Background: an optimization exercise with open tools, aiming at small area, a short achievable clock period and few clock cycles. Do not read the settings as production practice.
No functional check of the RTL was part of this run.

[flow/config.mk]
export PLATFORM = sky130hd
export DESIGN_NAME = hsid_main
export DESIGN_NICKNAME = hsid_main
export VERILOG_FILES = /design/flow/design.v
export SDC_FILE = /design/flow/constraint.sdc
export NUM_CORES = 4
export LEC_CHECK = 0
export ABC_CLOCK_PERIOD_IN_PS = 3000
export CAP_MARGIN = 20
export CORE_MARGIN = 2
export CORE_UTILIZATION = 55
export SETUP_SLACK_MARGIN = 5
export SLEW_MARGIN = 20
[flow/constraint.sdc]
create_clock -name core_clock -period 10.0 [get_ports {clk}]
set_input_delay 2.0000 -clock core_clock [delete_from_list [all_inputs] [get_ports {clk}]]
set_output_delay 2.0000 -clock core_clock [all_outputs]
set_load 0.01 [all_outputs]
[flow/design.v]
`timescale 1ns / 1ps
module hsid_main #(
    parameter WORD_WIDTH = 32,
    parameter DATA_WIDTH = 16,
    parameter DATA_WIDTH_MUL = 32,
    parameter DATA_WIDTH_ACC = 40,
    parameter BUFFER_WIDTH = 2,
    parameter HSP_BANDS_WIDTH = 7,
    parameter HSP_LIBRARY_WIDTH = 6
  ) (
    input logic clk,
    input logic rst_n,
    input logic clear,
    input logic band_data_in_valid,
    input logic [WORD_WIDTH-1:0] band_data_in,
    input logic [HSP_LIBRARY_WIDTH-1:0] hsp_library_size_in,
    input logic [HSP_BANDS_WIDTH-1:0] hsp_bands_in,
    output logic [HSP_LIBRARY_WIDTH-1:0] mse_min_ref,
    output logic [HSP_LIBRARY_WIDTH-1:0] mse_max_ref,
    output logic [WORD_WIDTH-1:0] mse_min_value,
    output logic [WORD_WIDTH-1:0] mse_max_value,
    input logic start,
    output logic done,
    output logic idle,
    output logic ready,
    output logic error,
    output logic cancelled
  );
  localparam logic [1:0] F_IDLE = 2'd0, F_DATA = 2'd1, F_ERRW = 2'd2;
  logic [1:0] fr, fr_n;
  logic [6:0] cfg_b;         
  logic [5:0] cfg_l;         
  logic [5:0] pm1;           
  logic [5:0] idx, idx_n;    
  logic [5:0] pix, pix_n;    
  logic [5:0] phn, phn_n;    
  logic [4:0] bcnt, bcnt_n;  
  logic back_busy, back_busy_n;
  logic pc, pc_n;            
  logic ready_n, idle_n, done_n, err_n, canc_n;
  logic start_take, bad_cfg, taken;
  logic idx_last, pix_last, pix_ref;
  logic [5:0] idx_inc, phn_inc;
  logic [1:0] tot;
  assign start_take = start && idle && !clear;
  assign bad_cfg = (hsp_bands_in < 7) || (hsp_library_size_in == 0);
  assign taken = band_data_in_valid && ready && !clear;
  assign idx_last = (idx == pm1);
  assign pix_last = (pix == cfg_l);
  assign pix_ref = (pix != 0);
  assign idx_inc = idx_last ? 6'd0 : idx + 6'd1;
  assign phn_inc = (phn == pm1) ? 6'd0 : phn + 6'd1;
  logic cv;                  
  logic d_jl;                
  always_comb begin
    fr_n = fr;
    idx_n = idx;
    pix_n = pix;
    phn_n = phn_inc;
    err_n = 1'b0;
    done_n = cv && d_jl && !clear;
    back_busy_n = back_busy && !done_n;
    bcnt_n = (bcnt != 0) ? bcnt - 5'd1 : 5'd0;
    if (taken) begin
      idx_n = idx_inc;
      if (idx_last) pix_n = pix + 6'd1;
      if (idx_last && pix_ref) bcnt_n = 5'd22;
      if (idx_last && pix_last) begin
        fr_n = F_IDLE;
        back_busy_n = 1'b1;
      end
    end
    case (fr)
      F_IDLE: if (start_take) begin
        fr_n = bad_cfg ? F_ERRW : F_DATA;
        idx_n = 6'd0;
        pix_n = 6'd0;
        phn_n = 6'd0;
      end
      F_ERRW: if (!back_busy && !clear) begin
        err_n = 1'b1;
        fr_n = F_IDLE;
      end
      default: ;
    endcase
    if (clear) begin
      fr_n = F_IDLE;
      back_busy_n = 1'b0;
      bcnt_n = 5'd0;
    end
    tot = {1'b0, pc} + (clear ? ({1'b0, back_busy} + {1'b0, fr != F_IDLE}) : 2'd0);
    canc_n = (tot != 0);
    pc_n = (tot == 2'd2);
    idle_n = (fr_n == F_IDLE) && !pc_n;
    if (fr_n != F_DATA) ready_n = 1'b0;
    else if (fr == F_IDLE) ready_n = 1'b1;
    else if (taken) ready_n = (phn == idx) && !((idx_inc == pm1) && (pix_ref || idx_last) && (bcnt > 5'd1));
    else ready_n = (phn_inc == idx) && !(idx_last && pix_ref && (bcnt > 5'd1));
  end
  always_ff @(posedge clk or negedge rst_n) begin
    if (!rst_n) begin
      fr <= F_IDLE;
      idx <= '0;
      pix <= '0;
      phn <= '0;
      bcnt <= '0;
      back_busy <= 1'b0;
      pc <= 1'b0;
      ready <= 1'b0;
      idle <= 1'b1;
      done <= 1'b0;
      error <= 1'b0;
      cancelled <= 1'b0;
      cfg_b <= 7'd127;
      cfg_l <= 6'd63;
      pm1 <= 6'd63;
    end else begin
      fr <= fr_n;
      idx <= idx_n;
      pix <= pix_n;
      phn <= phn_n;
      bcnt <= bcnt_n;
      back_busy <= back_busy_n;
      pc <= pc_n;
      ready <= ready_n;
      idle <= idle_n;
      done <= done_n;
      error <= err_n;
      cancelled <= canc_n;
      if (start_take && !bad_cfg) begin
        cfg_b <= hsp_bands_in;
        cfg_l <= hsp_library_size_in;
      end
      pm1 <= cfg_b[6:1] - {5'd0, !cfg_b[0]};
    end
  end
  logic [31:0] in_d;
  logic in_v, in_cap, in_f, in_l, in_jf, in_jl;
  always_ff @(posedge clk) in_d <= band_data_in;
  always_ff @(posedge clk or negedge rst_n) begin
    if (!rst_n) begin
      in_v <= 1'b0;
      in_cap <= 1'b0;
      in_f <= 1'b0;
      in_l <= 1'b0;
      in_jf <= 1'b0;
      in_jl <= 1'b0;
    end else begin
      in_v <= taken;
      in_cap <= !pix_ref;
      in_f <= (idx == 0);
      in_l <= idx_last;
      in_jf <= (pix == 6'd1);
      in_jl <= pix_last;
    end
  end
  logic [31:0] ring_out, feed;
  logic [31:0][31:0] seg5;
  logic [15:0][31:0] seg4;
  logic [7:0][31:0] seg3;
  logic [3:0][31:0] seg2;
  logic [1:0][31:0] seg1;
  logic [31:0] seg0;
  logic [31:0] m5, m4, m3, m2, m1, m0;
  assign feed = (in_v && in_cap) ? in_d : ring_out;
  assign m5 = pm1[5] ? seg5[31] : feed;
  assign m4 = pm1[4] ? seg4[15] : m5;
  assign m3 = pm1[3] ? seg3[7] : m4;
  assign m2 = pm1[2] ? seg2[3] : m3;
  assign m1 = pm1[1] ? seg1[1] : m2;
  assign m0 = pm1[0] ? seg0 : m1;
  always_ff @(posedge clk) begin
    seg5 <= {seg5[30:0], feed};
    seg4 <= {seg4[14:0], m5};
    seg3 <= {seg3[6:0], m4};
    seg2 <= {seg2[2:0], m3};
    seg1 <= {seg1[0], m2};
    seg0 <= m1;
    ring_out <= m0;
  end
  logic [15:0] d0, d1;
  logic s1_v, s1_f, s1_l, s1_jf, s1_jl;
  logic [16:0] df0, df1;
  assign df0 = {1'b0, in_d[15:0]} - {1'b0, ring_out[15:0]};
  assign df1 = {1'b0, in_d[31:16]} - {1'b0, ring_out[31:16]};
  always_ff @(posedge clk) begin
    d0 <= df0[16] ? ring_out[15:0] - in_d[15:0] : df0[15:0];
    d1 <= df1[16] ? ring_out[31:16] - in_d[31:16] : df1[15:0];
    s1_f <= in_f;
    s1_l <= in_l;
    s1_jf <= in_jf;
    s1_jl <= in_jl;
  end
  logic [32:0] sq;
  logic s2_v, s2_f, s2_l, s2_jf, s2_jl;
  always_ff @(posedge clk) begin
    sq <= 33'(d0 * d0) + 33'(d1 * d1);
    s2_f <= s1_f;
    s2_l <= s1_l;
    s2_jf <= s1_jf;
    s2_jl <= s1_jl;
  end
  logic [39:0] acc;
  logic s3_v, s3_jf, s3_jl;
  always_ff @(posedge clk) begin
    if (s2_v) acc <= s2_f ? {7'd0, sq} : acc + {7'd0, sq};
    s3_jf <= s2_jf;
    s3_jl <= s2_jl;
  end
  always_ff @(posedge clk or negedge rst_n) begin
    if (!rst_n) begin
      s1_v <= 1'b0;
      s2_v <= 1'b0;
      s3_v <= 1'b0;
    end else begin
      s1_v <= in_v && !in_cap && !clear;
      s2_v <= s1_v && !clear;
      s3_v <= s2_v && s2_l && !clear;
    end
  end
  logic [6:0] bk_b;           
  logic [6:0] dv_b;
  logic [8:0] dv_b3;
  logic [31:0] dq;
  logic [6:0] drem;
  logic [3:0] dcnt;
  logic dbusy, d_ovf, d_jf;
  logic [6:0] ld_b;
  logic [8:0] t;
  logic [9:0] r1, r2, r3;
  logic [1:0] qd;
  logic [6:0] rem_n;
  assign ld_b = s3_jl ? bk_b : cfg_b;
  assign t = {drem, dq[31:30]};
  assign r1 = {1'b0, t} - {3'd0, dv_b};
  assign r2 = {1'b0, t} - {2'd0, dv_b, 1'b0};
  assign r3 = {1'b0, t} - {1'b0, dv_b3};
  always_comb begin
    if (!r3[9]) begin qd = 2'd3; rem_n = r3[6:0]; end
    else if (!r2[9]) begin qd = 2'd2; rem_n = r2[6:0]; end
    else if (!r1[9]) begin qd = 2'd1; rem_n = r1[6:0]; end
    else begin qd = 2'd0; rem_n = t[6:0]; end
  end
  always_ff @(posedge clk) begin
    if (taken && idx_last && pix_last) bk_b <= cfg_b;
    if (s3_v) begin
      dv_b <= ld_b;
      dv_b3 <= {2'd0, ld_b} + {1'b0, ld_b, 1'b0};
      d_ovf <= (acc[39:32] >= {1'b0, ld_b});
      drem <= acc[38:32];
      dq <= acc[31:0];
      d_jf <= s3_jf;
      d_jl <= s3_jl;
    end else if (dbusy) begin
      dq <= {dq[29:0], qd};
      drem <= rem_n;
    end
  end
  always_ff @(posedge clk or negedge rst_n) begin
    if (!rst_n) begin
      dbusy <= 1'b0;
      dcnt <= '0;
      cv <= 1'b0;
    end else begin
      cv <= dbusy && (dcnt == 0) && !clear;
      if (clear) begin
        dbusy <= 1'b0;
      end else if (s3_v) begin
        dbusy <= 1'b1;
        dcnt <= 4'd15;
      end else if (dbusy) begin
        dcnt <= dcnt - 4'd1;
        if (dcnt == 0) dbusy <= 1'b0;
      end
    end
  end
  logic [5:0] rcnt, cur_r;
  assign cur_r = d_jf ? 6'd0 : rcnt + 6'd1;
  always_ff @(posedge clk) begin
    if (cv) begin
      rcnt <= cur_r;
      if (d_jf) begin
        mse_min_value <= d_ovf ? 32'hFFFF_FFFF : dq;
        mse_max_value <= d_ovf ? 32'h0 : dq;
        mse_min_ref <= 6'd0;
        mse_max_ref <= 6'd0;
      end else if (!d_ovf) begin
        if (dq <= mse_min_value) begin
          mse_min_value <= dq;
          mse_min_ref <= cur_r;
        end
        if (dq >= mse_max_value) begin
          mse_max_value <= dq;
          mse_max_ref <= cur_r;
        end
      end
    end
  end
endmodule
[flow/run.sh]
#!/bin/bash
# synth_recipe.tcl (not shown) runs the flow's synth.tcl, then flattens the netlist and writes it again
# the make line also repeats each setting of config.mk as NAME=value (left out here)
make -C /OpenROAD-flow-scripts/flow DESIGN_CONFIG=/design/flow/config.mk WORK_HOME=/design/flow/orfs CLKGATE_MAP_FILE= SYNTH_SCRIPT=/design/flow/synth_recipe.tcl finish
==> impl_metrics.json <==
{
  "run_status": "timing/DRC/antenna clean",
  "synth-main-ff-cell": "sky130_fd_sc_hd__dfxtp_1",
  "hold_path.class": "register to register",
  "multiInputGateArea_um2": 26400,
  "vias_post_dr": 39957,
  "worstPathArrival_ps": 7560,
  "final_hold_fails": 0,
  "fin_setup_tns_ps": 0,
  "post-route-min-period_ps": 6870,
  "path_clk_slew_ps": 60,
  "row_count": 139,
  "diodes": 0,
  "grt-ovfl-total": 0,
  "leading_cell_types_by_total_area_after_synthesis": "sky130_fd_sc_hd__dfxtp_1, sky130_fd_sc_hd__fa_1, sky130_fd_sc_hd__edfxtp_1",
  "seq_area_um2": 50500,
  "layout.cells.most_common": "sky130_fd_sc_hd__dfxtp_1",
  "max_cap_violations": 0,
  "io_pins": 131,
  "avgSynthCellArea_um2": 13.5,
  "setup_violations": 0,
  "maxSlewHeadroom_pct": 22.6,
  "cts_hold_buffers": 0,
  "final_layout_size_suffix_gt1_share_pct": 15.3,
  "synth_largest_area_cell": "sky130_fd_sc_hd__dfxtp_1",
  "routed_wire_length_per_instance_um": 16.5,
  "asyncSetResetFlopFracSynth_pct": 2.74,
  "initial_utilization_pct": 55.3,
  "layout.cells.most_common_list": "sky130_fd_sc_hd__dfxtp_1, sky130_fd_sc_hd__inv_1, sky130_fd_sc_hd__ha_1",
  "rsz_0062_raised_after_global_routing": "true",
  "core-area_um2": 143000,
  "htreeDepth": 4,
  "grt.total_usage_pct": 19.1,
  "detailedRoute.firstPassIterationCount": 5,
  "critPathLaunchType": "register",
  "synth_cells": 5890,
  "tritoncts_num_sinks": 2407,
  "grt_start_max_net_pins": 73,
  "fillers": 10965,
  "reg2reg_depth": 22,
  "route.antenna.remaining_nets": 0,
  "synth_edf_count": 186,
  "drc_viols": 0,
  "mappedNetlistNets": 6743,
  "synth_cell_types": 78,
  "grt_pass1_wl_um": 222000,
  "min_period_over_period_pct": 68.7,
  "slew_at_the_pin_closest_to_its_max_slew_limit_ps": 1150,
  "final-max-slew-violation-count": 0,
  "synth_top_area_share_pct": 54.4,
  "synthesis.yosys.warnings": 1,
  "via_to_cell_ratio": 4.79,
  "cts_root_buffer": "sky130_fd_sc_hd__clkbuf_16",
  "synthToLayoutAreaGrowth_pct": 16.2,
  "design.final.nets": 7106,
  "cts_buffers": 215,
  "worstHoldPathCells": 0,
  "max_freq_mhz": 146,
  "worst_slack_ps": 3130,
  "clock_path_buffers": 3,
  "die_x_um": 384,
  "finalClockSkew_ps": 93.5,
  "ys_ff_latch": 2407,
  "design.die.area_um2": 147000,
  "drt_wl_total_um": 137000,
  "end_kind": "register",
  "insertion_delay_ps": 850,
  "worstSetupPathType": "register to register",
  "antenna_found_initial": 1,
  "netlist_area_um2": 79200,
  "cts_tree": "yes",
  "number_of_buffer_cells_added_on_primary_ports": 130,
  "preCtsSetupSlack_ps": 2570,
  "dr.first_iter.drc_count": 1746,
  "synth_seq_area_share_pct": 63.6,
  "cp.required_ps": 10690,
  "path_max_fanout": 6,
  "place.gp.congestion": 0.891,
  "vias_in_the_first_global_route": 41446,
  "die_y_um": 384,
  "place.detailed.hpwl_um": 93400
}
## synthesized netlist by cell type, drive strengths merged, types with 7 or more instances
master / count
fa: 393
dfstp: 20
nand4: 23
mux2: 242
mux2i: 74
and3: 18
o31ai: 18
o21bai: 11
a31o: 10
nor3: 45
nor3b: 8
nor4: 15
ha: 410
dfrtp: 46
o21ai: 127
xnor2: 92
nand2b: 65
and2: 162
a311oi: 7
or2: 13
edfxtp: 186
buf: 19
inv: 716
clkbuf: 101
a211oi: 20
xor2: 65
a21o: 76
a21oi: 137
dfxtp: 2155
a21boi: 9
or3: 11
o21a: 16
a31oi: 13
nand3: 31
nor2b: 40
nand2: 233
nor2: 170
## final timing paths
check,startpoint,end,slack [ps]
worst min-delay path,seg2[11],seg2[43],260
min in group asynchronous,rst_n,in_jl,1350
worst max-delay path,d0[5],sq[30],3130
worst min register to register,seg2[11],seg2[43],260
worst max register to register,d0[5],sq[30],3130
max in group asynchronous,rst_n,s3_v,7960
## registers in the layout, indices dropped and copies added, names as in the netlist, 7 cells and up
register,cells
drem,7
mse_min_value,32
dq,32
cfg_b,7
in_d,32
seg3,256
dv_b,7
d1,16
ring_out,32
acc,40
seg4,512
bk_b,7
seg1,64
seg0,32
sq,33
seg2,128
seg5,1024
dv_b3,8
mse_max_value,32
d0,16
## cell families (layout without fill, tap and decap cells)
logic type	Yosys count	after routing	share of synthesized area (%)
AND/OR/NAND/NOR	860	860	5.50
multiplexers	316	316	4.63
XOR/XNOR	157	157	1.74
AO/OA/AOI/OAI	509	509	4.10
adder cells (fa/ha/maj)	803	803	16.4
buffers and inverters	838	1381	4.03
flip-flops	2407	2407	63.6
## stage by stage
step	instance area (um2)	hold slack, ps	util [%]	instances
floorplan	80000	310	-	5890
global placement	83000	310	57.9	7821
detailed placement	83000	312	57.9	7821
CTS	91500	258	63.9	8305
global route	92100	257	64.2	8336
finish	92100	261	64.2	8336
## metal layers
metal / vias to the layer above / track usage (%) / wire, um
met5: - / 0 / 0
met4: 0 / 6.16 / 3790
met3: 257 / 3.68 / 5860
met2: 658 / 30.3 / 62400
met1: 19338 / 26.5 / 65200
li1: 19704 / - / -
## layout make-up
type | instances | area share [%]
Sequential cell | 2407 | 54.9
Multi-Input combinational cell | 2645 | 28.7
Tap cell | 1903 | 2.59
Clock inverter | 97 | 1.50
Timing Repair Buffer | 266 | 2.65
Clock buffer | 300 | 6.72
Inverter | 718 | 2.96
## worst max-delay path, stage by stage (launching register included)
cell	delay (ps)
sky130_fd_sc_hd__dfxtp_4	370
sky130_fd_sc_hd__buf_6	140
sky130_fd_sc_hd__buf_6	110
sky130_fd_sc_hd__and2_4	130
sky130_fd_sc_hd__fa_2	390
sky130_fd_sc_hd__fa_1	550
sky130_fd_sc_hd__inv_2	40
sky130_fd_sc_hd__fa_1	520
sky130_fd_sc_hd__fa_1	440
sky130_fd_sc_hd__fa_1	500
sky130_fd_sc_hd__inv_1	60
sky130_fd_sc_hd__fa_1	500
sky130_fd_sc_hd__fa_1	540
sky130_fd_sc_hd__fa_1	450
sky130_fd_sc_hd__ha_4	290
sky130_fd_sc_hd__a211oi_4	250
sky130_fd_sc_hd__o21a_1	230
sky130_fd_sc_hd__o21ai_2	120
sky130_fd_sc_hd__a31o_4	270
sky130_fd_sc_hd__or3_4	360
sky130_fd_sc_hd__a31o_4	260
sky130_fd_sc_hd__a21oi_2	120
sky130_fd_sc_hd__xnor2_1	120
## repair_timing
item,4_1_cts,5_1_grt
resized for setup,85,75
setup buffers,87,31
endpoints found under the setup margin,27,27
pin swaps,37,35

## afterwards: timing with drivers on the ports
Ports are ideal in the flow. The routed layout listed here was re-timed in OpenROAD. Step 1, drivers: a clkbuf_16 drives clk and a buf_2 each remaining input, both assumed. Step 2, shift: input delay + t, output delay - t, t = (earliest + latest rising clock arrival at the registers) / 2. This alone moves slack from input paths to output paths. Slacks: ideal ports / drivers / drivers and shift; pairs: ideal ports / drivers.
t, ns: 0.877
setup WS [ns]: 3.132 / 3.132 / 3.132
cell pins on the clock port's net: 1
After both steps this run still meets setup and hold. The setup slack of this run moves by 0.000 ns with the drivers and by 0.000 ns with both steps.
